Context: an optimization exercise on an open-source flow, tuned for small area, a short achievable clock period and few clock cycles. The choices shown serve that exercise and are no tape-out recipe.
RTL that was checked went through simulation tests only; none was proved equivalent to the original.
For runs 2 and 4, only the layout was checked, not whether the RTL still works.

--- flow/config.mk ---
export PLATFORM = sky130hd
export DESIGN_NAME = TriSolve4x4
export DESIGN_NICKNAME = TriSolve4x4
export VERILOG_FILES = /design/flow/design.v
export SDC_FILE = /design/flow/constraint.sdc
export NUM_CORES = 8
export LEC_CHECK = 0
export ABC_AREA = 1
export CAP_MARGIN = 20
export CORE_AREA = 3 3 447 447
export CTS_BUF_LIST = sky130_fd_sc_hd__clkbuf_8 sky130_fd_sc_hd__clkbuf_4
export DIE_AREA = 0 0 450 450
export PLACE_DENSITY = 0.85
export SLEW_MARGIN = 20
--- flow/constraint.sdc ---
create_clock -name core_clock -period 150.0 [get_ports {clk}]
set_input_delay 30.0000 -clock core_clock [delete_from_list [all_inputs] [get_ports {clk}]]
set_output_delay 30.0000 -clock core_clock [all_outputs]
set_load 0.01 [all_outputs]
--- flow/design.v ---
`timescale 1ns/1ps
module ForwardSub4x4(
    input              clk,
    input              rst,
    input              start,
    input      [511:0] L_in,  
    input      [127:0] b_in,
    output reg         done,
    output reg [127:0] y_out
);
  reg signed [31:0] L [0:15];
  reg signed [31:0] b [0:3];
  reg signed [31:0] y [0:3];
  reg [1:0] i;
  integer j;
  localparam IDLE  = 3'd0,
             LOAD  = 3'd1,
             CALC  = 3'd2,
             DONE  = 3'd3;
  reg [2:0] state;
  reg signed [31:0] sum;
  integer idx;
  always @(posedge clk) begin
    if(rst) begin
      state <= IDLE;
      done  <= 0;
    end else begin
      case(state)
        IDLE: begin
          done <= 0;
          if(start)
            state <= LOAD;
        end
        LOAD: begin
          for(idx=0; idx<16; idx=idx+1) begin
            if(idx/4 >= idx%4)
              L[idx] <= L_in[idx*32 +: 32];
          end
          for(idx=0; idx<4; idx=idx+1) begin
            b[idx] <= b_in[idx*32 +: 32];
          end
          i <= 0;   
          state <= CALC;
        end
        CALC: begin
          sum = b[i];
          for(j=0; j<3; j=j+1) begin
            if(j < i)
              sum = sum - (L[{i, j[1:0]}] * y[j]);
          end
          if(sum == 32'sh80000000 && L[{i, i}] == -32'sd1)
            y[i] <= 32'sh80000000;
          else if(L[{i, i}] != 0)
            y[i] <= sum / L[{i, i}];
          else
            y[i] <= 0;  
          if(i<3) begin
            i <= i+1;
          end else begin
            state <= DONE;
          end
        end
        DONE: begin
          done <= 1;
          for(idx=0; idx<4; idx=idx+1) begin
            y_out[idx*32 +: 32] <= y[idx];
          end
          if(start) begin
            done  <= 0;
            state <= LOAD;
          end
        end
      endcase
    end
  end
endmodule
`timescale 1ns/1ps
module BackwardSub4x4(
    input              clk,
    input              rst,
    input              start,
    input      [511:0] U_in,
    input      [127:0] y_in,
    output reg         done,
    output reg [127:0] x_out
);
  reg signed [31:0] U [0:15];
  reg signed [31:0] y [0:3];
  reg signed [31:0] x [0:3];
  reg [1:0] i;
  integer j;
  localparam IDLE  = 3'd0,
             LOAD  = 3'd1,
             CALC  = 3'd2,
             DONE  = 3'd3;
  reg [2:0] state;
  reg signed [31:0] sum;
  integer idx;
  always @(posedge clk) begin
    if(rst) begin
      state <= IDLE;
      done <= 0;
    end else begin
      case(state)
        IDLE: begin
          done <= 0;
          if(start)
            state <= LOAD;
        end
        LOAD: begin
          for(idx=0; idx<16; idx=idx+1) begin
            if(idx%4 >= idx/4)
              U[idx] <= U_in[idx*32 +: 32];
          end
          for(idx=0; idx<4; idx=idx+1) begin
            y[idx] <= y_in[idx*32 +: 32];
          end
          i <= 3;  
          state <= CALC;
        end
        CALC: begin
          sum = y[i];
          for(j=3; j>0; j=j-1) begin
            if(j > i)
              sum = sum - (U[{i, j[1:0]}] * x[j]);
          end
          if(sum == 32'sh80000000 && U[{i, i}] == -32'sd1)
            x[i] <= 32'sh80000000;
          else if(U[{i, i}] != 0)
            x[i] <= sum / U[{i, i}];
          else
            x[i] <= 0;  
          if(i>0) begin
            i <= i - 1;
          end else begin
            state <= DONE;
          end
        end
        DONE: begin
          done <= 1;
          for(idx=0; idx<4; idx=idx+1) begin
            x_out[idx*32 +: 32] <= x[idx];
          end
          if(start) begin
            done  <= 0;
            state <= LOAD;
          end
        end
      endcase
    end
  end
endmodule
`timescale 1ns/1ps
module TriSolve4x4(
    input              clk,
    input              rst,
    input              start,
    input      [511:0] L_in,
    input      [511:0] U_in,
    input      [127:0] b_in,
    output reg         done,
    output     [127:0] x_out
);
  localparam W = 8;
  reg  [31:0] slot0, slot1, slot2, slot3;
  assign x_out = {slot3, slot2, slot1, slot0};
  reg  [3:0]  sg;        
  reg         busy;
  reg         fix;       
  wire [31:0] mw0  = L_in[(4*1+0)*32 +: 32];
  wire [31:0] mw1  = L_in[(4*2+0)*32 +: 32];
  wire [31:0] mw2  = L_in[(4*3+0)*32 +: 32];
  wire [31:0] mw3  = L_in[(4*2+1)*32 +: 32];
  wire [31:0] mw4  = L_in[(4*3+1)*32 +: 32];
  wire [31:0] mw5  = L_in[(4*3+2)*32 +: 32];
  wire [31:0] mw6  = U_in[(4*2+3)*32 +: 32];
  wire [31:0] mw7  = U_in[(4*1+3)*32 +: 32];
  wire [31:0] mw8  = U_in[(4*1+2)*32 +: 32];
  wire [31:0] mw9  = U_in[(4*0+3)*32 +: 32];
  wire [31:0] mw10 = U_in[(4*0+2)*32 +: 32];
  wire [31:0] mw11 = U_in[(4*0+1)*32 +: 32];
  wire [31:0] dw0 = L_in[(4*0+0)*32 +: 32];
  wire [31:0] dw1 = L_in[(4*1+1)*32 +: 32];
  wire [31:0] dw2 = L_in[(4*2+2)*32 +: 32];
  wire [31:0] dw3 = L_in[(4*3+3)*32 +: 32];
  wire [31:0] dw4 = U_in[(4*3+3)*32 +: 32];
  wire [31:0] dw5 = U_in[(4*2+2)*32 +: 32];
  wire [31:0] dw6 = U_in[(4*1+1)*32 +: 32];
  wire [31:0] dw7 = U_in[(4*0+0)*32 +: 32];
  reg  [3:0]  mp;        
  reg  [3:0]  dp;        
  wire [3:0]  mpn = mp + 4'd1;
  wire [3:0]  dpn = dp + 4'd1;
  reg  [11:0] mnr;
  reg  [7:0]  dnr;
  wire [11:0] mnx = busy ? mnr : 12'd1;
  wire [7:0]  dnx = busy ? dnr : 8'd1;
  wire [31:0] opbn = ({32{mnx[0]}} & mw0) | ({32{mnx[1]}} & mw1) | ({32{mnx[2]}} & mw2)
                   | ({32{mnx[3]}} & mw3) | ({32{mnx[4]}} & mw4) | ({32{mnx[5]}} & mw5)
                   | ({32{mnx[6]}} & mw6) | ({32{mnx[7]}} & mw7) | ({32{mnx[8]}} & mw8)
                   | ({32{mnx[9]}} & mw9) | ({32{mnx[10]}} & mw10) | ({32{mnx[11]}} & mw11);
  wire [31:0] drn  = ({32{dnx[0]}} & dw0) | ({32{dnx[1]}} & dw1) | ({32{dnx[2]}} & dw2)
                   | ({32{dnx[3]}} & dw3) | ({32{dnx[4]}} & dw4) | ({32{dnx[5]}} & dw5)
                   | ({32{dnx[6]}} & dw6) | ({32{dnx[7]}} & dw7);
  reg  [1:0]  ch;        
  reg  [31:0] opb;       
  wire [1:0] mi = (mp == 4'd0) ? 2'd1 : (mp == 4'd1 || mp == 4'd3 || mp == 4'd6) ? 2'd2 :
                  (mp == 4'd2 || mp == 4'd4 || mp == 4'd5) ? 2'd3 :
                  (mp == 4'd7 || mp == 4'd8) ? 2'd1 : 2'd0;
  wire [1:0] mj = (mp <= 4'd2) ? 2'd0 : (mp == 4'd3 || mp == 4'd4 || mp == 4'd11) ? 2'd1 :
                  (mp == 4'd5 || mp == 4'd8 || mp == 4'd10) ? 2'd2 : 2'd3;
  wire       mbwd = (mp >= 4'd6);
  wire       mdone = (mp == 4'd12);
  wire [3:0] rowdone_f = {mp > 4'd5, mp > 4'd3, mp > 4'd0, 1'b1};
  wire       fold0 = prefold & (dp[2:0] == 3'd0);
  wire [3:0] ddone = {dp > 4'd3, dp > 4'd2, dp > 4'd1, dp > 4'd0};
  wire [3:0] yrdy = (ddone & rowdone_f) | {3'b0, fold0};
  wire [3:0] xdn  = {dp > 4'd4, dp > 4'd5, dp > 4'd6, dp > 4'd7};
  wire       srcrdy = mbwd ? xdn[mj] : yrdy[mj];
  function [31:0] sel4;
    input [1:0] k;
    input [31:0] a0, a1, a2, a3;
    sel4 = k[1] ? (k[0] ? a3 : a2) : (k[0] ? a1 : a0);
  endfunction
  reg  [31:0] dr;        
  reg         dbusy;
  reg  [W-1:0] rr;       
  reg  [31:0] nq;        
  reg  [5:0]  sc;        
  reg         qsg;       
  reg         dwide;     
  wire [1:0]  drow = dp[2] ? ~dp[1:0] : dp[1:0];
  wire        dfwd = ~dp[2];
  wire        wstep = dbusy & dwide;
  wire        dleft  = busy & ~fix & ~dp[3] & ~dbusy;
  wire        d_one  = (dr == 32'd1);
  wire        d_mone = (dr == 32'hffffffff);
  wire        d_zero = (dr == 32'd0);
  wire        prefold = dleft & dfwd & (d_one | d_mone);
  wire [3:0]  lastmac = (dp[2:0] == 3'd1) ? 4'd0 : (dp[2:0] == 3'd2) ? 4'd3 :
                        (dp[2:0] == 3'd3 || dp[2:0] == 3'd4) ? 4'd5 :
                        (dp[2:0] == 3'd5) ? 4'd6 : (dp[2:0] == 3'd6) ? 4'd8 : 4'd11;
  wire        row_ok  = (dp[2:0] == 3'd0) | (mp > lastmac);
  wire        alone   = dleft & ~prefold & row_ok;    
  wire [1:0]  fixrow = sg[0] ? 2'd0 : sg[1] ? 2'd1 : sg[2] ? 2'd2 : 2'd3;
  wire [1:0]  didx = fix ? fixrow : drow;
  wire [31:0] sa = sel4(mi, slot0, slot1, slot2, slot3);
  wire [31:0] sb = sel4(mj, slot0, slot1, slot2, slot3);
  wire [31:0] sd = sel4(didx, slot0, slot1, slot2, slot3);
  wire        fits = (&opb[31:11]) | ~(|opb[31:11]);
  reg  [11:0] dg;
  reg  [31:0] mc;
  always @* begin
    if (wstep) begin
      dg = 12'd1;
      mc = dr;
    end else if (fits) begin
      dg = opb[11:0];
      mc = sb;
    end else if (ch == 2'd0) begin
      dg = {1'b0, opb[10:0]};
      mc = sb;
    end else if (ch == 2'd1) begin
      dg = {1'b0, opb[21:11]};
      mc = {sb[20:0], 11'd0};
    end else begin
      dg = {{2{opb[31]}}, opb[31:22]};
      mc = {sb[9:0], 22'd0};
    end
  end
  wire [3:0]  sgx = sg | {3'b0, fold0 & d_mone};
  wire        flip = wstep ? dr[31] : (sgx[mj] ^ (mbwd & sg[mi]));
  wire [31:0] wx   = {sd[30:0], nq[31]};
  wire [31:0] acc  = wstep ? wx : sa;
  wire [12:0] dge = {dg, 1'b0};
  reg  [31:0] row0, row1, row2, row3, row4, row5;
  reg  [31:0] negs;
  reg  [31:0] sel;
  reg         one, two, neg;
  reg  [2:0]  bt;
  integer k, b;
  always @* begin
    negs = 32'd0;
    row0 = 0; row1 = 0; row2 = 0; row3 = 0; row4 = 0; row5 = 0;
    for (k = 0; k < 6; k = k + 1) begin
      bt  = dge[2*k +: 3];
      one = bt[1] ^ bt[0];
      two = (bt == 3'b011) | (bt == 3'b100);
      neg = (one | two) & (bt[2] ^ ~flip);
      for (b = 0; b < 32; b = b + 1)
        sel[b] = (one & mc[b]) | (two & (b > 0 ? mc[b-1] : 1'b0));
      sel = (sel ^ {32{neg}}) << (2*k);
      negs[2*k] = neg;
      case (k)
        0: row0 = sel;
        1: row1 = sel;
        2: row2 = sel;
        3: row3 = sel;
        4: row4 = sel;
        default: row5 = sel;
      endcase
    end
  end
  wire [31:0] s1 = acc ^ row0 ^ row1;
  wire [31:0] c1 = ((acc & row0) | (acc & row1) | (row0 & row1)) << 1;
  wire [31:0] s2 = row2 ^ row3 ^ row4;
  wire [31:0] c2 = ((row2 & row3) | (row2 & row4) | (row3 & row4)) << 1;
  wire [31:0] s3 = s1 ^ c1 ^ s2;
  wire [31:0] c3 = ((s1 & c1) | (s1 & s2) | (c1 & s2)) << 1;
  wire [31:0] s4 = c2 ^ row5 ^ negs;
  wire [31:0] c4 = ((c2 & row5) | (c2 & negs) | (row5 & negs)) << 1;
  wire [31:0] s5 = s3 ^ c3 ^ s4;
  wire [31:0] c5 = ((s3 & c3) | (s3 & s4) | (c3 & s4)) << 1;
  wire [31:0] s6 = s5 ^ c5 ^ c4;
  wire [31:0] c6 = ((s5 & c5) | (s5 & c4) | (c5 & c4)) << 1;
  wire [31:0] macres = s6 + c6;
  wire        mlast = fits | (ch == 2'd2);
  wire        mfire = busy & ~fix & ~mdone & srcrdy & ~wstep & ~alone;
  wire        mfin = mfire & mlast;
  wire        merge   = dleft & ~prefold & mfin & (mp == lastmac) & (dp[2:0] != 3'd0);
  wire        setup   = alone | merge;
  wire [31:0] nv  = merge ? macres : sd;
  wire        nsg = sg[drow];
  wire        ones = nv[31];
  wire [31:0] mag = nv ^ {32{nv[31]}};
  wire        nvmin = nv[31] & ~(|nv[30:0]);
  wire        nsign = nsg ? (nvmin | ~nv[31]) : nv[31];
  wire        qsnow = nsign ^ dr[31];
  wire        dnar = dr[31] ? ((&dr[31:W]) & (|dr[W-1:0])) : ~(|dr[31:W]);
  wire [W-1:0] d8 = dr[31] ? -dr[W-1:0] : dr[W-1:0];
  wire [W+1:0] d8x3 = {2'b0, d8} + {1'b0, d8, 1'b0};
  wire [W-1:0] dsm = {1'b0, d8[W-1:1] | {1'b0, d8[W-1:2]} | {2'b0, d8[W-1:3]} | {3'b0, d8[W-1:4]}
                     | {4'b0, d8[W-1:5]} | {5'b0, d8[W-1:6]} | {6'b0, d8[W-1:7]}};
  wire       c_a = dnar & ~(|mag[31:12+W]) & ~(|(mag[12 +: W] & ~dsm));
  wire       c_b = dnar & ~c_a & ~(|(mag[31:28] & ~dsm[3:0]));
  wire       s_res = d_one | d_mone;                   
  wire       s_zero = d_zero;                          
  wire       s_div = setup & ~s_res & ~s_zero;
  wire       s_fin = s_div & c_a;                      
  wire       wset  = s_div & ~dnar;                    
  function [W+32-1:0] r4step;    
    input [W-1:0] r;
    input [31:0]  n;
    input [W-1:0] d;
    input [W+1:0] d3;
    reg [W+1:0] x;
    reg [W+2:0] t1, t2, t3;
    begin
      x  = {r, n[31:30]};
      t1 = {1'b0, x} - {3'b0, d};
      t2 = {1'b0, x} - {2'b0, d, 1'b0};
      t3 = {1'b0, x} - {1'b0, d3};
      if (!t3[W+2])      r4step = {t3[W-1:0], n[29:0], 2'd3};
      else if (!t2[W+2]) r4step = {t2[W-1:0], n[29:0], 2'd2};
      else if (!t1[W+2]) r4step = {t1[W-1:0], n[29:0], 2'd1};
      else               r4step = {x[W-1:0],  n[29:0], 2'd0};
    end
  endfunction
  wire [W+31:0] pa1 = r4step(rr, nq, d8, d8x3);
  wire [W+31:0] pa2 = r4step(pa1[W+31:32], pa1[31:0], d8, d8x3);
  wire [W-1:0] ci_r = dbusy ? pa2[W+31:32] : (c_a ? mag[12 +: W] : {4'b0, mag[31:28]});
  wire [31:0]  ci_n = dbusy ? pa2[31:0] : (c_a ? {mag[11:0], 20'd0} : {mag[27:0], 4'd0});
  reg  [W-1:0] r6;
  reg  [31:0]  n6;
  reg  [W+31:0] st;
  integer s;
  always @* begin
    st = {ci_r, ci_n};
    for (s = 0; s < 6; s = s + 1)
      st = r4step(st[W+31:32], st[31:0], d8, d8x3);
    r6 = st[W+31:32];
    n6 = st[31:0];
  end
  wire [W-1:0] sr = r6;
  wire [31:0]  sn = n6;
  wire        wq = ~macres[31];                        
  wire [31:0] qn = dwide ? {nq[30:0], wq} : sn;
  wire        dfin = dbusy & (sc == 6'd1);
  reg         ones_r;
  wire [W-1:0] dm1 = d8 - 1'b1;
  wire        c6f = ones & (r6 == dm1);
  wire        c8f = ones_r & ~dwide & (sr == dm1);
  wire [31:0] dwin = fix ? sd : dbusy ? qn : wset ? mag : n6;
  wire        dwx  = fix | (dbusy ? qsg : ~wset & qsnow);
  wire        dwc  = fix | (dbusy ? (qsg ^ c8f) : wset ? ones : (qsnow ^ c6f));
  wire [31:0] dwv  = (dwin ^ {32{dwx}}) + {31'd0, dwc};
  wire        szw = setup & ((s_zero & ~s_res) | (s_div & ~dnar));
  wire        dwr = dfin | fix | szw | s_fin;
  wire [1:0]  dwrow = fix ? fixrow : drow;
  wire [31:0] dwdata = szw ? 32'd0 : dwv;
  wire [31:0] wrem = wq ? macres : wx;
  wire        dadv = prefold | dfin | (setup & (s_res | s_zero)) | s_fin;
  reg [3:0] sg_n;
  always @* begin
    sg_n = sg;
    if (prefold) sg_n[drow] = d_mone;
    if (setup & s_res) sg_n[drow] = nsg ^ d_mone;
    if ((setup & s_zero & ~s_res) | dfin | s_fin) sg_n[drow] = 1'b0;
    if (fix) sg_n[fixrow] = 1'b0;
  end
  wire all_end = (dadv & (dp == 4'd7)) | fix;
  always @(posedge clk) begin
    if (rst) begin
      busy <= 1'b0;
      done <= 1'b0;
    end else if (!busy) begin
      if (start) begin
        busy <= 1'b1;
        done <= 1'b0;
      end
    end else if (all_end && sg_n == 4'd0) begin
      busy <= 1'b0;
      done <= 1'b1;
    end
  end
  wire        mwr = mfire | wstep;
  wire [1:0]  mwrow = wstep ? drow : mi;
  wire [31:0] mwdata = wstep ? wrem : macres;
  wire [3:0]  dsel = {4{dwr}} & (4'b0001 << dwrow);
  wire [3:0]  msel = {4{mwr}} & (4'b0001 << mwrow) & ~dsel;
  reg first;
  always @(posedge clk) begin
    first <= ~busy & start;
    if (!busy) begin
      if (start) begin
        slot0 <= b_in[31:0];
        slot1 <= b_in[63:32];
      end
    end else begin
      if (dsel[0]) slot0 <= dwdata; else if (msel[0]) slot0 <= mwdata;
      if (dsel[1]) slot1 <= dwdata; else if (msel[1]) slot1 <= mwdata;
      if (first) begin
        slot2 <= b_in[95:64];
        slot3 <= b_in[127:96];
      end else begin
        if (dsel[2]) slot2 <= dwdata; else if (msel[2]) slot2 <= mwdata;
        if (dsel[3]) slot3 <= dwdata; else if (msel[3]) slot3 <= mwdata;
      end
    end
  end
  always @(posedge clk) begin
    if (!busy) begin
      opb <= opbn;
      dr  <= drn;
      mnr <= 12'd2;
      dnr <= 8'd2;
      if (start) begin
        mp    <= 4'd0;
        ch    <= 2'd0;
        dp    <= 4'd0;
        sg    <= 4'd0;
        dbusy <= 1'b0;
        fix   <= 1'b0;
      end
    end else begin
      sg <= sg_n;
      if (all_end && sg_n != 4'd0) fix <= 1'b1;
      if (mfire) begin
        if (mlast) begin
          mp  <= mpn;
          ch  <= 2'd0;
          opb <= opbn;
          mnr <= {mnr[10:0], 1'b0};
        end else
          ch <= ch + 2'd1;
      end
      if (s_div && !c_a) begin
        dbusy  <= 1'b1;
        qsg    <= qsnow;
        ones_r <= ones;
        dwide  <= ~dnar;
        rr     <= c_b ? r6 : {W{1'b0}};
        nq     <= ~dnar ? dwv : c_b ? n6 : mag;
        sc     <= ~dnar ? 6'd32 : (c_b ? 6'd1 : 6'd2);
      end
      if (dbusy) begin
        nq <= qn;
        rr <= sr;
        sc <= sc - 6'd1;
        if (dfin)
          dbusy <= 1'b0;
      end
      if (dadv) begin
        dp  <= dpn;
        dr  <= drn;
        dnr <= {dnr[6:0], 1'b0};
      end
    end
  end
endmodule
--- flow/flow/run.sh ---
#!/bin/bash
# The standard layout (standard.sh: the standard flow's synthesis and ORFS flow) with two
# changes to how it is made:
#  - the port buffers are plain buf_1 cells instead of the default choice
#    (every input and output port still gets its own buffer);
#  - before pin placement, flow/pins.tcl groups, bit by bit, the input pins
#    that feed the same register bit and the output pins of that bit, so that
#    each bit's input multiplexer and output wires stay local.
set -euo pipefail
bash standard.sh "BUFFER_PORTS_ARGS=-buffer_cell sky130_fd_sc_hd__buf_1" \
  "PRE_IO_PLACEMENT_TCL=$PWD/flow/pins.tcl" finish > standard_flow.log 2>&1
--- flow/flow/pins.tcl ---
for {set b 0} {$b < 32} {incr b} {
  set pins {}
  foreach w {4 8 12 9 13 14 0 5 10 15} { lappend pins "L_in\[[expr {$w*32+$b}]\]" }
  foreach w {11 7 6 3 2 1} { lappend pins "U_in\[[expr {$w*32+$b}]\]" }
  foreach w {15 10 5 0} { lappend pins "U_in\[[expr {$w*32+$b}]\]" }
  foreach k {0 1 2 3} { lappend pins "b_in\[[expr {$k*32+$b}]\]" }
  foreach k {0 1 2 3} { lappend pins "x_out\[[expr {$k*32+$b}]\]" }
  set_io_pin_constraint -group -order -pin_names $pins
}
--- flow/standard.sh ---
#!/bin/bash
# synth_recipe.tcl (not shown) runs the flow's synth.tcl, then flattens the netlist and writes it again
# the make line also repeats each setting of config.mk as NAME=value (left out here)
make -C /OpenROAD-flow-scripts/flow DESIGN_CONFIG=/design/flow/config.mk WORK_HOME=/design/flow/orfs CLKGATE_MAP_FILE= SYNTH_SCRIPT=/design/flow/synth_recipe.tcl "${@:-finish}"
==> out/summary.txt, run 1 <==
status = timing/DRC/antenna clean
Mean Syn Cell Area = 6.62 um2
initial core utilization = 22.8%
Syn Inst Count = 6,739
total track usage = 23.1%
final hold vios = 0
Slowest cell on crit path = nand2_2
Mapped Nets = 8,364
FFs w/ async S/R, synth = 0%
CP startpoint = mp[1]
vias in the first global route = 49,200
Max Root-Sink Buffers = 3
Slew Limit Fails = 0
most frequent cells in the layout = nand2_1 (1,893), buf_1 (899), inv_1 (715), a21oi_1 (471), nand3_1 (452)
HPWL after DPL = 192,000 um
Finished Core Util = 26.8%
DR iter-0 viols = 7,786
# Post-CTS Setup Buffers = 0
DP Area = 51,100 um2
Netlist Area Pre-Place = 44,600 um2
routed len/inst = 24.4 um
Post-DRT Antenna Nets = 0
most frequent CP cell = nand2_1
Synth Warn # = 1
area of the core = 195,000 um2
share of layout cells above drive strength 1 = 5.55%
fin crit period = 32.15 ns
vias per std cell = 5.41
min-delay src = mnr[1]
number of buffers added on ports = 899
CP bufs+invs = 12
top-level I/O count = 1,284
H-tree levels = 2
antenna violations before repair = 12
synthesis-stage register bit count = 278
CP Max Fanout = 42
CTS Hold Bufs = 0
Reg2Reg Launch Point = mp[1]
FF-to-FF path depth = 147
Setup-failing EPs final = 0
Yosys top cell area share = 17.3%
P&R area growth vs syn = 17.3%
Stages on worst setup path = 147
worst hold slack = 0.467 ns
RSZ-0062 raised after global routing = false
fin worst setup slack = 117.85 ns
fin nets = 9,116
post-route insts no fill = 10,200
Post-synth EDFFs = 257
first-pass GRT wire length = 344,000 um
Setup TNS = 0 ns
CTS Buf Count = 48
Worst path top cell family by delay = simple AND/OR/NAND/NOR gates
Setup WS pre-CTS = 117.97 ns
hold crit path type = reg2reg
Clock Latency Late Sink = 0.76 ns
leading cell type in the layout, fill and taps excluded = nand2_1
crit end category = flip-flop
ys flop type = edfxtp_1
Vias = 55,000
gpl congestion = 1.13
die area = 203,000 um2
number of remaining DRC errors = 0
Die X = 450 um
CTS sink cnt = 278
final WL = 248,000 um
Finished Cell Area = 52,300 um2
total congestion overflow = 0
skew final = 0.0548 ns
crit-path max cell delay = 0.78 ns
CTS tree = done
Die H = 450 um
TritonRoute pass-1 iters = 8
synth top area cells = edfxtp_1 (17%), nand2_1 (16%), ha_1 (8.9%)
crit share post-route = 21.4%
Crit Path Class = reg2reg
WP data arrival = 32.76 ns
Max Cap Viol = 0
Clock Pin Slew Worst Setup and Hold Paths = 0.07 ns
Inst Count DP = 10,100
Seq/Total Area, Yosys = 18.2%
largest net degree at the start of global routing = 67
row count = 162
Root Driver = clkbuf_8
CTS-repair resized insts = 0
CP startpoint kind = flip-flop
Yosys top cell by area = edfxtp_1
Hold Path Stages = 2
Crit path required time = 150.61 ns
Netlist cell types = 72
Peak Freq = 31.1 MHz
slew margin rel. = 11.9%
Worst-Margin Slew = 1.31 ns
path summary, 6_finish.rpt:
check / end / slack (ns)
worst max-delay path: slot1[30] / 117.85
worst max register to register: slot1[30] / 117.85
worst min register to register: mnr[1] / 0.47
worst min-delay path: mnr[1] / 0.47
registers in the layout (all words and copies together), names as in the netlist, 8 cells and up:
name	count
dr	32
nq	32
opb	32
slot0	32
slot1	32
slot2	32
slot3	32
mnr	11
rr	8
tightest hold or removal path: stages (launching register included):
cell and delay (ns):
dfxtp_1 0.31, nand2_1 0.06, nand2_1 0.05
cell type report:
| cell class | instances | area (um2) |
|---|---|---|
| Fill cell | 21600 | 143000 |
| Clock inverter | 34 | 433 |
| Multi-Input combinational cell | 5345 | 32300 |
| Clock buffer | 56 | 727 |
| Timing Repair Buffer | 1038 | 4450 |
| Antenna cell | 6 | 15.0 |
| Sequential cell | 278 | 8150 |
| Inverter | 780 | 2950 |
| Tap cell | 2624 | 3280 |
cell usage after synthesis (21+ instances only):
cell / instances
nand2_2: 23
a22o_1: 46
xor2_1: 219
dfxtp_1: 21
o21ai_0: 322
buf_1: 54
clkbuf_1: 246
edfxtp_1: 257
fa_1: 152
o211ai_1: 44
nand4_1: 113
xnor2_1: 147
ha_1: 318
nor2_1: 369
o21a_1: 34
o22ai_1: 231
or2_2: 49
a22oi_1: 32
nor3_1: 31
inv_1: 740
nand2_1: 1897
o21bai_1: 30
buf_2: 27
a221oi_1: 103
nand3_1: 453
a31oi_1: 41
a21oi_1: 477
o21ai_1: 23
routing by layer:
layer | track usage (%) | vias to the layer above | wire (um) | part of all wire (%)
met5 | 0 | - | 40 | 0.016
met4 | 23.6 | 6 | 32300 | 13
met3 | 7.11 | 1193 | 33100 | 13
met2 | 34.0 | 4426 | 101000 | 41
met1 | 25.8 | 25000 | 81900 | 33
li1 | - | 24400 | - | -
kinds of logic after synthesis:
kind of cell             after synthesis  synth area share (%)
AND/OR/NAND/NOR                     3018                  28.7
adder cells (fa/ha/maj)              470                  15.7
flip-flops                           278                  18.2
buffers and inverters               1116                  9.61
XOR/XNOR                             367                  7.22
multiplexers                           4                0.0898
AO/OA/AOI/OAI                       1486                  20.4
Testbench counts, summed over its fixed seeds: cycles 4,672.
==> inputs of run 2 (changes only) <==
--- a/flow/design.v
+++ b/flow/design.v
@@ -211,2 +211,7 @@
                   (mp == 4'd5 || mp == 4'd8 || mp == 4'd10) ? 2'd2 : 2'd3;
+  wire [1:0] min = (mpn == 4'd0) ? 2'd1 : (mpn == 4'd1 || mpn == 4'd3 || mpn == 4'd6) ? 2'd2 :
+                   (mpn == 4'd2 || mpn == 4'd4 || mpn == 4'd5) ? 2'd3 :
+                   (mpn == 4'd7 || mpn == 4'd8) ? 2'd1 : 2'd0;
+  wire [1:0] mjn = (mpn <= 4'd2) ? 2'd0 : (mpn == 4'd3 || mpn == 4'd4 || mpn == 4'd11) ? 2'd1 :
+                   (mpn == 4'd5 || mpn == 4'd8 || mpn == 4'd10) ? 2'd2 : 2'd3;
   wire       mbwd = (mp >= 4'd6);
@@ -246,4 +251,5 @@
   wire [1:0]  didx = fix ? fixrow : drow;
-  wire [31:0] sa = sel4(mi, slot0, slot1, slot2, slot3);
-  wire [31:0] sb = sel4(mj, slot0, slot1, slot2, slot3);
+  reg  [3:0]  mio, mjo;     
+  wire [31:0] sa = ({32{mio[0]}} & slot0) | ({32{mio[1]}} & slot1) | ({32{mio[2]}} & slot2) | ({32{mio[3]}} & slot3);
+  wire [31:0] sb = ({32{mjo[0]}} & slot0) | ({32{mjo[1]}} & slot1) | ({32{mjo[2]}} & slot2) | ({32{mjo[3]}} & slot3);
   wire [31:0] sd = sel4(didx, slot0, slot1, slot2, slot3);
@@ -256,9 +262,9 @@
       mc = dr;
-    end else if (fits) begin
+    end else if (ch == 2'd0) begin
       dg = opb[11:0];
       mc = sb;
-    end else if (ch == 2'd0) begin
+    end else if (ch == 2'd1) begin
       dg = {1'b0, opb[10:0]};
       mc = sb;
-    end else if (ch == 2'd1) begin
+    end else if (ch == 2'd2) begin
       dg = {1'b0, opb[21:11]};
@@ -316,3 +322,4 @@
   wire [31:0] macres = s6 + c6;
-  wire        mlast = fits | (ch == 2'd2);
+  wire        mlast = (ch == 2'd0) ? fits : (ch == 2'd3);
+  wire        mreal = (ch != 2'd0) | fits;      
   wire        mfire = busy & ~fix & ~mdone & srcrdy & ~wstep & ~alone;
@@ -415,3 +422,3 @@
   end
-  wire        mwr = mfire | wstep;
+  wire        mwr = (mfire & mreal) | wstep;
   wire [1:0]  mwrow = wstep ? drow : mi;
@@ -448,2 +455,4 @@
         mp    <= 4'd0;
+        mio   <= 4'b0010;
+        mjo   <= 4'b0001;
         ch    <= 2'd0;
@@ -460,2 +469,4 @@
           mp  <= mpn;
+          mio <= 4'b0001 << min;
+          mjo <= 4'b0001 << mjn;
           ch  <= 2'd0;
==> run 2 against run 1 <==
  * Still clean
  * Flip-flop and latch count up 8
  * Maximum frequency down 1.1%
  * Critical path depth down 8
  * Utilization about the same
  * Final cell count down 2.2%
  * First-iteration DRC count down 8.8%
  * Highest routed layer unchanged
==> out/summary.txt, run 2 <==
status = timing/DRC/antenna clean
Die X = 450 um
gpl congestion = 1.10
Clock Pin Slew Worst Setup and Hold Paths = 0.07 ns
synthesis-stage register bit count = 286
HPWL after DPL = 192,000 um
Yosys top cell area share = 18.0%
number of buffers added on ports = 899
final hold vios = 0
CP Max Fanout = 34
filler cell count = 21,700
initial core utilization = 22.6%
vias per std cell = 5.46
Post-synth EDFFs = 265
Setup TNS = 0 ns
crit share post-route = 21.7%
Register Area = 8390 um2
CTS Buf Count = 51
row count = 162
Crit path required time = 150.61 ns
CTS sink cnt = 286
r2r endpoint = slot1[26]
RSZ-0062 raised after global routing = false
CTS-repair resized insts = 0
Peak Freq = 30.8 MHz
worst hold slack = 0.474 ns
multi-input logic area = 31,700 um2
synth top area cells = edfxtp_1 (18%), nand2_1 (15%), ha_1 (9.2%)
fin nets = 8,888
Crit Path Class = reg2reg
# Post-CTS Setup Buffers = 0
crit end category = flip-flop
Hold Path Stages = 2
Slew Limit Fails = 0
Synth Warn # = 1
Vias = 54,200
total congestion overflow = 0
count leader, synth = nand2_1
hold crit path type = reg2reg
Mean Syn Cell Area = 6.83 um2
TritonRoute pass-1 iters = 7
area of the core = 195,000 um2
most frequent CP cell = nand2_1
most frequent cells in the layout = nand2_1 (1,782), buf_1 (899), inv_1 (729), a21oi_1 (444), nand3_1 (334)
top-level I/O count = 1,284
first-pass GRT wire length = 346,000 um
Mapped Nets = 8,095
Slowest cell on crit path = clkinv_1
FFs w/ async S/R, synth = 0%
slew margin rel. = 15.1%
Reg2Reg Launch Point = ch[0]
fin crit period = 32.50 ns
Setup-failing EPs final = 0
Max Cap Viol = 0
Worst-Margin Slew = 1.27 ns
Post-DRT Antenna Nets = 0
CP startpoint kind = flip-flop
Max Root-Sink Buffers = 3
share of layout cells above drive strength 1 = 6.15%
WP data arrival = 33.10 ns
Die H = 450 um
largest net degree at the start of global routing = 121
H-tree levels = 2
Hold Path End = mnr[1]
number of remaining DRC errors = 0
final WL = 248,000 um
leading cell type in the layout, fill and taps excluded = nand2_1
Seq/Total Area, Yosys = 19.0%
antenna violations before repair = 17
min-delay src = mnr[1]
die area = 203,000 um2
skew final = 0.0592 ns
Yosys top cell by area = edfxtp_1
Clock Latency Late Sink = 0.78 ns
Netlist cell types = 69
ys flop type = edfxtp_1
Syn Inst Count = 6,463
crit-path max cell delay = 0.89 ns
vias in the first global route = 50,000
CTS tree = done
top cells by count, synth = nand2_1 (1,784), inv_1 (752), a21oi_1 (450), nand3_1 (335), ha_1 (325)
DR iter-0 viols = 7,101
R2R Setup Slk = 117.50 ns
Root Driver = clkbuf_8
FF-to-FF path depth = 139
P&R area growth vs syn = 18.4%
CTS Hold Bufs = 0
total track usage = 23.2%
routed len/inst = 24.9 um
Netlist Area Pre-Place = 44,100 um2
run 2: layout make-up:
class                      instances  area share [%]
antenna                           16          0.0766
clock buffer                      59            1.49
clock inverter                    37           0.974
inverter                         799            5.76
multi-input combinational       5069            60.7
sequential                       286            16.0
tap                             2624            6.28
timing repair buffer            1049            8.63
run 2: through the flow:
stage               area [um2]  std cells  setup slack [ns]  util [%]
global route             52200       9928            116.02      26.7
floorplan                44100       6463            117.89         -
finish                   52300       9939            117.50      26.7
detailed placement       50900       9822            117.88      26.0
CTS                      52200       9918            118.36      26.7
global placement         50900       9822            117.91      26.0
run 2: worst max-delay path: cells and delay by family (launching register included):
family | cells | cell delay (ns)
DFF | 1 | 0.41
xor gates and xnor gates | 2 | 0.77
AOI/OAI and AO/OA | 32 | 8.97
buffers and inverters | 17 | 4.10
and+or+nand+nor | 70 | 10.25
muxes | 3 | 1.93
adders and majority gates | 15 | 5.74
run 2: worst max path at each step:
stage	start	endpoint	slack, ns	depth (start not counted)
after global routing	ch[0]	slot2[26]	116.02	141
after floorplan	start	slot0[0]	117.89	2
after global placement	L_in[128]	opb[0]	117.91	7
after CTS	slot3[11]	x_out[107]	118.36	1
final	ch[0]	slot1[26]	117.50	139
after detailed placement	L_in[128]	opb[0]	117.88	7
run 2: per-layer routing:
metal / up-vias / GRT usage, % / part of all wire [%]
met5: - / 0.118 / 0.0093
li1: 23700 / - / -
met2: 4428 / 34.5 / 41
met3: 1226 / 6.28 / 12
met1: 24800 / 26.0 / 34
met4: 4 / 24.1 / 13
run 2: logic make-up (layout without fill, tap and decap cells):
kind of cell / Yosys count / in the layout / share of synthesized area, %
compound gates: 1512 / 1512 / 21.7
xor+xnor: 359 / 359 / 7.16
fa+ha+maj: 477 / 477 / 16.1
buf+inv: 1108 / 1944 / 9.63
flops: 286 / 286 / 19.0
mux: 16 / 16 / 0.363
other cells: 0 / 16 / 0
simple gates: 2705 / 2705 / 26.1
==> inputs of run 3 (changes only) <==
--- a/flow/design.v
+++ b/flow/design.v
@@ -259,6 +259,3 @@
   always @* begin
-    if (wstep) begin
-      dg = 12'd1;
-      mc = dr;
-    end else if (ch == 2'd0) begin
+    if (ch == 2'd0) begin
       dg = opb[11:0];
@@ -277,5 +274,16 @@
   wire [3:0]  sgx = sg | {3'b0, fold0 & d_mone};
-  wire        flip = wstep ? dr[31] : (sgx[mj] ^ (mbwd & sg[mi]));
+  wire        flip = sgx[mj] ^ (mbwd & sg[mi]);
+  wire [31:0] acc  = sa;
   wire [31:0] wx   = {sd[30:0], nq[31]};
-  wire [31:0] acc  = wstep ? wx : sa;
+  wire [31:0] wy   = dr ^ {32{~dr[31]}};
+  reg  [31:0] wt;          
+  reg         wc;
+  integer w;
+  always @* begin
+    wc = ~dr[31];
+    for (w = 0; w < 32; w = w + 1) begin
+      wt[w] = wx[w] ^ wy[w] ^ wc;
+      wc = (wx[w] & wy[w]) | (wc & (wx[w] ^ wy[w]));
+    end
+  end
   wire [12:0] dge = {dg, 1'b0};
@@ -382,3 +390,3 @@
   wire [31:0]  sn = n6;
-  wire        wq = ~macres[31];                        
+  wire        wq = ~wt[31];                            
   wire [31:0] qn = dwide ? {nq[30:0], wq} : sn;
@@ -397,3 +405,3 @@
   wire [31:0] dwdata = szw ? 32'd0 : dwv;
-  wire [31:0] wrem = wq ? macres : wx;
+  wire [31:0] wrem = wq ? wt : wx;
   wire        dadv = prefold | dfin | (setup & (s_res | s_zero)) | s_fin;
==> run 3 against run 2 <==
  * Non-clock buffer count down 32
  * Routed wire length up 0.94%
  * Synthesized cell count up 0.31%
  * Count of clock-buffer cells in the layout up 13
  * Largest cell class unchanged
  * Highest routed layer unchanged
==> out/summary.txt, run 3 <==
final hold vios = 0
Top Layer Used = met5
total congestion overflow = 0
first-pass GRT wire length = 341,000 um
Syn Inst Count = 6,483
Reg2Reg Launch Point = ch[0]
routed length on met3 = 39,000 um
CTS sink cnt = 286
ys flop type = edfxtp_1
Max Root-Sink Buffers = 3
slew margin rel. = 14.5%
Post-DRT Antenna Nets = 0
crit share post-route = 21.2%
crit-path max cell delay = 0.57 ns
Peak Freq = 31.4 MHz
Seq/Total Area, Yosys = 18.7%
Clock Latency Late Sink = 0.80 ns
synth top area cells = edfxtp_1 (18%), nand2_1 (14%), ha_1 (9.2%)
Worst path top cell family by delay = flip-flops
Yosys top cell by area = edfxtp_1
initial core utilization = 22.9%
P&R area growth vs syn = 17.2%
most frequent cells in the layout = nand2_1 (1,676), buf_1 (899), inv_1 (791), a21oi_1 (462), nand3_1 (333)
Setup WS pre-CTS = 117.96 ns
Yosys top cell area share = 17.7%
top cells by count, synth = nand2_1 (1,677), inv_1 (814), a21oi_1 (467), nand3_1 (334), ha_1 (328)
skew final = 0.0836 ns
Root Driver = clkbuf_8
CTS tree = done
largest net degree at the start of global routing = 79
# Post-CTS Setup Buffers = 0
CP Max Fanout = 4
hold crit path type = reg2reg
R2R Setup Slk = 118.84 ns
Vias = 54,300
Slew Limit Fails = 0
Post-synth EDFFs = 265
FF-to-FF path depth = 148
Slowest cell on crit path = edfxtp_1
Setup TNS = 0 ns
H-tree levels = 2
Crit path required time = 120.00 ns
synthesis-stage register bit count = 286
CTS-repair resized insts = 0
DP Area = 51,200 um2
top-level I/O count = 1,284
Setup-failing EPs final = 0
Mapped Nets = 8,148
Netlist cell types = 80
FFs w/ async S/R, synth = 0%
leading cell type in the layout, fill and taps excluded = nand2_1
WP data arrival = 1.81 ns
routed len/inst = 25.1 um
status = timing/DRC/antenna clean
worst hold slack = 0.471 ns
vias in the first global route = 48,500
final WL = 250,000 um
area of the core = 195,000 um2
crit end category = output pin
Finished Cell Area = 52,500 um2
Hold Path End = mnr[1]
Synth Warn # = 1
vias per std cell = 5.45
fin nets = 8,919
fin crit period = 31.81 ns
CP startpoint kind = flip-flop
r2r endpoint = slot0[30]
row count = 162
antenna violations before repair = 56
Max Cap Viol = 0
Clock Pin Slew Worst Setup and Hold Paths = 0.07 ns
gpl congestion = 1.09
fin worst setup slack = 118.19 ns
met1 WL = 84,200 um
HPWL after DPL = 196,000 um
CTS Hold Bufs = 0
Die H = 450 um
Finished Core Util = 26.9%
CTS Buf Count = 53
Die X = 450 um
Hold Path Stages = 2
number of remaining DRC errors = 0
TritonRoute pass-1 iters = 10
CP bufs+invs = 1
crit path cell chain = buf_1
total track usage = 23.1%
met2 WL = 105,000 um
Mean Syn Cell Area = 6.92 um2
min-delay src = mnr[1]
share of layout cells above drive strength 1 = 5.40%
RSZ-0062 raised after global routing = false
DR iter-0 viols = 8,014
Crit Path Class = reg2out
die area = 203,000 um2
number of buffers added on ports = 899
count leader, synth = nand2_1
Netlist Area Pre-Place = 44,800 um2
Worst-Margin Slew = 1.27 ns
## run 3: worst max path at each step
stage	depth (start not counted)	endpoint	start	slack, ns
global placement	6	opb[19]	L_in[147]	117.96
floorplan	2	slot0[0]	start	117.89
CTS	1	x_out[114]	slot3[18]	118.26
global route	146	slot1[14]	ch[0]	117.11
detailed placement	6	opb[19]	L_in[147]	117.96
finish	1	x_out[114]	slot3[18]	118.19
## run 3: metal layers
metal / GRT usage (%) / vias to the layer above
met1: 26.7 / 25000
met4: 17.0 / 24
met5: 0.0947 / -
met2: 34.1 / 4501
met3: 9.72 / 1024
li1: - / 23700
## run 3: kinds of logic (layout without fill, tap and decap cells)
group | after synthesis | after routing | share of synthesized area [%]
AND/OR/NAND/NOR | 2635 | 2635 | 25.0
AO/OA/AOI/OAI | 1506 | 1506 | 21.0
buffers and inverters | 1148 | 1961 | 10.1
adder cells (fa/ha/maj) | 510 | 510 | 17.3
XOR/XNOR | 394 | 394 | 7.78
flip-flops | 286 | 286 | 18.7
multiplexers | 4 | 4 | 0.0893
other | 0 | 44 | 0
## run 3: layout make-up
type | instances | area [um2]
Tap cell | 2624 | 3280
Multi-Input combinational cell | 5049 | 32100
Inverter | 847 | 3190
Clock inverter | 25 | 328
Fill cell | 21400 | 143000
Antenna cell | 44 | 110
Sequential cell | 286 | 8390
Timing Repair Buffer | 1017 | 4260
Clock buffer | 72 | 903
## run 3: through the flow
stage	std cells
after global placement	9823
after global routing	9938
after CTS	9920
after floorplan	6483
after detailed placement	9823
final	9964
Testbench counts of run 3, summed over its fixed seeds: cycles 4,672.
==> inputs of run 4 (changes only) <==
--- a/flow/design.v
+++ b/flow/design.v
@@ -400,3 +400,5 @@
   wire        dwc  = fix | (dbusy ? (qsg ^ c8f) : wset ? ones : (qsnow ^ c6f));
-  wire [31:0] dwv  = (dwin ^ {32{dwx}}) + {31'd0, dwc};
+  wire [31:0] dwx1 = dwin ^ {32{dwx}};
+  wire [31:0] dwx2 = dwx1 + 32'd1;
+  wire [31:0] dwv  = dwc ? dwx2 : dwx1;
   wire        szw = setup & ((s_zero & ~s_res) | (s_div & ~dnar));
==> run 4 against run 3 <==
  * First-iteration DRC count decreased by 4.4%
  * Final cell count is 1.5% higher
  * Die area unchanged
  * Count of clock-buffer cells in the layout shrank 13
  * Largest cell class unchanged
  * Worst hold slack lost 0.0090 ns
  * Still clean
==> out/summary.txt, run 4 <==
synth top area cells = edfxtp_1 (17%), nand2_1 (15%), ha_1 (9.0%)
Die H = 450 um
area of the core = 195,000 um2
FFs w/ async S/R, synth = 0%
# Post-CTS Setup Buffers = 0
hold crit path type = reg2reg
Setup TNS = 0 ns
routed len/inst = 26.3 um
CP startpoint kind = flip-flop
leading cell type in the layout, fill and taps excluded = nand2_1
crit-path max cell delay = 1.03 ns
fin worst setup slack = 117.64 ns
synthesis-stage register bit count = 286
number of remaining DRC errors = 0
fin crit period = 32.36 ns
Worst-Margin Slew = 1.31 ns
largest net degree at the start of global routing = 69
status = timing/DRC/antenna clean
Clock Latency Late Sink = 0.75 ns
Die X = 450 um
Hold Path End = mnr[1]
min-delay src = mnr[1]
vias in the first global route = 50,300
top cells by count, synth = nand2_1 (1,813), inv_1 (834), a21oi_1 (447), nor2_1 (340), ha_1 (327)
count leader, synth = nand2_1
r2r endpoint = slot0[21]
Finished Cell Area = 53,300 um2
worst hold slack = 0.462 ns
TritonRoute pass-1 iters = 8
top-level I/O count = 1,284
P&R area growth vs syn = 16.8%
R2R Setup Slk = 117.64 ns
Root Driver = clkbuf_8
total congestion overflow = 0
crit share post-route = 21.6%
post-route insts no fill = 10,100
Inst Count DP = 10,000
Vias = 54,500
CP Max Fanout = 37
final hold vios = 0
DP Area = 52,000 um2
Netlist cell types = 76
gpl congestion = 1.06
WP data arrival = 32.85 ns
DR iter-0 viols = 7,665
CTS sink cnt = 286
Setup WS pre-CTS = 118.01 ns
Slew Limit Fails = 0
fin nets = 9,104
Mapped Nets = 8,319
Synth Warn # = 1
crit end category = flip-flop
final WL = 266,000 um
vias per std cell = 5.39
Peak Freq = 30.9 MHz
Hold Path Stages = 2
Reg2Reg Launch Point = ch[0]
slew margin rel. = 12.8%
CTS-repair resized insts = 0
Post-DRT Antenna Nets = 0
Clock Pin Slew Worst Setup and Hold Paths = 0.07 ns
number of buffers added on ports = 899
Slowest cell on crit path = o21ai_0
FF-to-FF path depth = 126
CTS Buf Count = 51
initial core utilization = 23.4%
Post-synth EDFFs = 265
CTS Hold Bufs = 0
share of layout cells above drive strength 1 = 5.68%
first-pass GRT wire length = 364,000 um
Setup-failing EPs final = 0
HPWL after DPL = 209,000 um
Netlist Area Pre-Place = 45,700 um2
ys flop type = edfxtp_1
Yosys top cell area share = 17.4%
antenna violations before repair = 16
Crit Path Class = reg2reg
Syn Inst Count = 6,655
Crit path required time = 150.49 ns
most frequent CP cell = nand2_1
row count = 162
CTS tree = done
skew final = 0.0516 ns
H-tree levels = 2
RSZ-0062 raised after global routing = false
Mean Syn Cell Area = 6.86 um2
Seq/Total Area, Yosys = 18.3%
Yosys top cell by area = edfxtp_1
most frequent cells in the layout = nand2_1 (1,811), buf_1 (899), inv_1 (812), a21oi_1 (441), nor2_1 (329)
total track usage = 24.7%
Max Root-Sink Buffers = 3
Max Cap Viol = 0
die area = 203,000 um2
==> run 4: cell types whose count changed in the layout (fill, tap and decap cells not counted), sizes merged, moves of 11 or more <==
cell	delta
nand4	+17
buf	+25
nand2	+143
o21ai	-25
o22ai	+21
diode	-32
inv	+22
a21oi	-19
nand3	-44
a2bb2oi	-11
a221oi	+27
==> run 4: layer usage <==
layer	wire length [um]	track usage, %	share of wire (%)
met5	91	0	0.034
met4	28000	20.8	11
met3	30300	6.30	11
met2	112000	37.6	42
met1	95700	29.1	36
==> run 4: cell type report <==
cell class,instances,area [um2]
Multi-Input combinational cell,5181,32700
Sequential cell,286,8380
Clock buffer,59,787
Tap cell,2624,3280
Fill cell,21700,142000
Timing Repair Buffer,1045,4490
Inverter,875,3300
Antenna cell,12,30.0
Clock inverter,36,395
==> run 4: how the worst max path moves through the flow <==
stage / from / to / cells past startpoint
after floorplan: start / slot0[0] / 2
after global placement: L_in[261] / opb[5] / 8
after detailed placement: L_in[136] / opb[8] / 6
after CTS: slot2[28] / x_out[92] / 1
after global routing: ch[0] / slot3[17] / 135
final: ch[0] / slot0[21] / 126
==> run 4: critical path, delay by kind of cell, from the launching register on <==
kind | cells | cell delay, ns
buffers and inverters | 14 | 3.11
AND/OR/NAND/NOR | 54 | 9.90
adder cells (fa/ha/maj) | 14 | 5.61
XOR/XNOR | 3 | 1.33
multiplexers | 2 | 1.04
flip-flops | 1 | 0.41
AO/OA/AOI/OAI | 39 | 10.49
==> run 4: per-stage QoR <==
step | util [%]
2_1_floorplan | -
3_3_place_gp | 26.6
3_5_place_dp | 26.6
4_1_cts | 27.2
5_1_grt | 27.3
6_report | 27.3
==> run 4: cells by family after synthesis <==
family | Yosys count | synth area share (%)
flops | 286 | 18.3
simple gates | 2774 | 25.8
compound gates | 1502 | 20.7
fa+ha+maj | 509 | 16.9
buf+inv | 1188 | 10.5
xor+xnor | 391 | 7.57
mux | 5 | 0.112

separate check: timing with driven ports:
The flow's constraints put no driver on any port. The routed layouts listed below were extracted and timed again, unchanged, in two steps. Step 1 assumes that a clkbuf_16 drives the clock port and a buf_2 every other input. Step 2 times the ports against the registers' clock, not the clock port: input delays grow and output delays shrink by t, the midpoint of the rising clock arrivals with the driver on. Slacks: ideal / step 1 / step 2; pairs: ideal / step 1.
run | t (ns) | slack for setup (ns) | worst setup path after step 2 | slew at the worst register clock pin (ns)
run 1 | 0.786 | 117.853 / 117.853 / 117.853 | register to register | 0.09 / 0.09
run 2 | 0.807 | 117.503 / 117.503 / 117.503 | register to register | 0.09 / 0.09
run 3 | 0.826 | 118.188 / 118.123 / 117.582 | input to register | 0.09 / 0.09
run 4 | 0.773 | 117.637 / 117.637 / 117.637 | register to register | 0.09 / 0.09
After both steps setup and hold are still met in every run listed. The setup slack of run 3, which loses most, moves by -0.065 ns with the drivers and by -0.606 ns with both steps.
